This design comes from an exercise in tuning for small area and a short achievable clock period on the open sky130 flow, not from production work.
Function was checked by simulation only, so behaviour that the tests miss may differ from the original.
Power is estimated from default activity; no workload was simulated.

## fmul
module fmul
  (
   input         clk,
   input         reset,
   input         req,
   input [31:0]  x,
   input [31:0]  y,
   output [31:0] rslt,
   output [4:0]  flag
   );
export LEC_CHECK = 0
export ABC_AREA = 1
export CAP_MARGIN = 20
export CORE_MARGIN = 2
export CORE_UTILIZATION = 50
export SLEW_MARGIN = 20
create_clock -name core_clock -period 11.0 [get_ports {clk}]
standard.sh (not shown) runs the stock make flow with config.mk's settings and CLKGATE_MAP_FILE= SYNTH_SCRIPT=/design/flow/synth_recipe.tcl, a recipe that flattens the netlist after the stock synthesis.
==> flow/flow/run.sh <==
#!/bin/bash
export SETUP_SLACK_MARGIN=${SETUP_SLACK_MARGIN_OVERRIDE:-6.25}
export BUFFER_PORTS_ARGS="-buffer_cell sky130_fd_sc_hd__buf_1"
bash standard.sh > standard_flow.log 2>&1
Edit:
--- a/flow/design.v
+++ b/flow/design.v
@@ -10,49 +10,42 @@
    );
    reg [3:0]     st;             
    always @(posedge clk)
      st <= req ? 4'b0001 : {st[2:0], 1'b0};
    wire          xz = (x[30:23] == 8'h00);
    wire          yz = (y[30:23] == 8'h00);
    wire [23:0]   fx = {~xz, x[22:0]};
    wire [23:0]   fy = {~yz, y[22:0]};
    wire          g1 = st[0] & ~req;
    wire          g2 = st[1] & ~req;
    wire [8:0]    grp = g1 ? fx[15:7] : g2 ? fx[23:15] : {fx[7:0], 1'b0};
-   reg [3:0]     bneg, bone, btwo, nneg, none, ntwo;
+   reg [3:0]     bneg, bone, btwo;
    reg           xt;             
    integer       k;
    always @(posedge clk) begin
       for (k = 0; k < 4; k = k + 1) begin
          bneg[k] <= grp[2*k+2] & ~(grp[2*k+1] & grp[2*k]);
          bone[k] <= grp[2*k+1] ^ grp[2*k];
          btwo[k] <= (grp[2*k+2] & ~grp[2*k+1] & ~grp[2*k]) | (~grp[2*k+2] & grp[2*k+1] & grp[2*k]);
-         nneg[k] <= ~(grp[2*k+2] & ~(grp[2*k+1] & grp[2*k]));
-         none[k] <= ~(grp[2*k+1] ^ grp[2*k]);
-         ntwo[k] <= ~((grp[2*k+2] & ~grp[2*k+1] & ~grp[2*k]) | (~grp[2*k+2] & grp[2*k+1] & grp[2*k]));
       end
       xt <= fx[23];
    end
    reg [23:0]    yr;             
    reg [24:0]    hr;             
    reg [23:0]    lr;             
    wire [24:0]   y2 = {yr, 1'b0};
    wire [24:0]   y1 = {1'b0, yr};
-   wire [24:0]   pp0 = {~((~y1[24:12] | {13{none[0]}}) & (~y2[24:12] | {13{ntwo[0]}})) ^ ~{13{nneg[0]}},
-                         ((y1[11:0] & {12{bone[0]}}) | (y2[11:0] & {12{btwo[0]}})) ^ {12{bneg[0]}}};
-   wire [24:0]   pp1 = {~((~y1[24:12] | {13{none[1]}}) & (~y2[24:12] | {13{ntwo[1]}})) ^ ~{13{nneg[1]}},
-                         ((y1[11:0] & {12{bone[1]}}) | (y2[11:0] & {12{btwo[1]}})) ^ {12{bneg[1]}}};
-   wire [24:0]   pp2 = {~((~y1[24:12] | {13{none[2]}}) & (~y2[24:12] | {13{ntwo[2]}})) ^ ~{13{nneg[2]}},
-                         ((y1[11:0] & {12{bone[2]}}) | (y2[11:0] & {12{btwo[2]}})) ^ {12{bneg[2]}}};
-   wire [24:0]   pp3 = {~((~y1[24:12] | {13{none[3]}}) & (~y2[24:12] | {13{ntwo[3]}})) ^ ~{13{nneg[3]}},
-                         ((y1[11:0] & {12{bone[3]}}) | (y2[11:0] & {12{btwo[3]}})) ^ {12{bneg[3]}}};
+   wire [24:0]   pp0 = ((y1 & {25{bone[0]}}) | (y2 & {25{btwo[0]}})) ^ {25{bneg[0]}};
+   wire [24:0]   pp1 = ((y1 & {25{bone[1]}}) | (y2 & {25{btwo[1]}})) ^ {25{bneg[1]}};
+   wire [24:0]   pp2 = ((y1 & {25{bone[2]}}) | (y2 & {25{btwo[2]}})) ^ {25{bneg[2]}};
+   wire [24:0]   pp3 = ((y1 & {25{bone[3]}}) | (y2 & {25{btwo[3]}})) ^ {25{bneg[3]}};
    wire [32:0]   r0 = {7'b1010101, ~bneg[0], pp0};
    wire [32:0]   r1 = {5'h00, ~bneg[1], pp1, 1'b0, bneg[0]};
    wire [32:0]   r2 = {3'h0, ~bneg[2], pp2, 1'b0, bneg[1], 2'b00};
    wire [32:0]   r3 = {1'b0, ~bneg[3], pp3, 1'b0, bneg[2], 4'h0};
    wire [24:0]   hg = hr & {25{~st[0]}};      
    wire [32:0]   rh = {7'h00, ~hg[24], hg[24], hg[23:0]};
    wire [32:0]   rx = {1'b0, yr & {24{xt & st[2]}}, 1'b0, bneg[3], 6'h00};
    function [65:0] csa(input [32:0] a, input [32:0] b, input [32:0] c);
       csa = {a ^ b ^ c, ((a & b) | (a & c) | (b & c)) << 1};
    endfunction
    wire [32:0]   s1, c1, s2, c2, s3, c3, s4, c4;
What happened: First-iteration DRC count rises by 15%. Power goes down by 8.0%. Setup slack improves by 0.11 ns. Hold slack is better by 0.0052 ns. Maximum frequency grows by 2.3%. Via count decreases by 3.0%. Wire length drops by 0.87%. Cell count is lower by 4.6%.

## static timing again, ports no longer ideal
No port has a modelled driver above. Below, the same layouts with a new extraction and two added sets of constraints.
Step 1 (the two cells are an assumption about what drives the block):
set clk [get_ports {clk}]
set_driving_cell -lib_cell sky130_fd_sc_hd__clkbuf_16 $clk
set_driving_cell -lib_cell sky130_fd_sc_hd__buf_2 [delete_from_list [all_inputs] $clk]
Step 2, shift: input delay + t, output delay - t, t = (earliest + latest rising clock arrival at the registers) / 2. This alone moves slack from input paths to output paths.
a / b / c = no drivers / after step 1 / after step 2; a / b = the first two.
run | t, ns | slack for setup (ns) | worst hold slack (ns)
the first run | 0.490 | 6.292 / 6.292 / 6.075 | 0.365 / 0.365 / 0.365
the second run | 0.420 | 6.399 / 6.399 / 6.181 | 0.370 / 0.370 / 0.370
After both steps setup and hold are still met in every run listed. For the second run, which loses most, drivers alone change the setup slack by 0.000 ns; drivers and shift together by -0.218 ns.
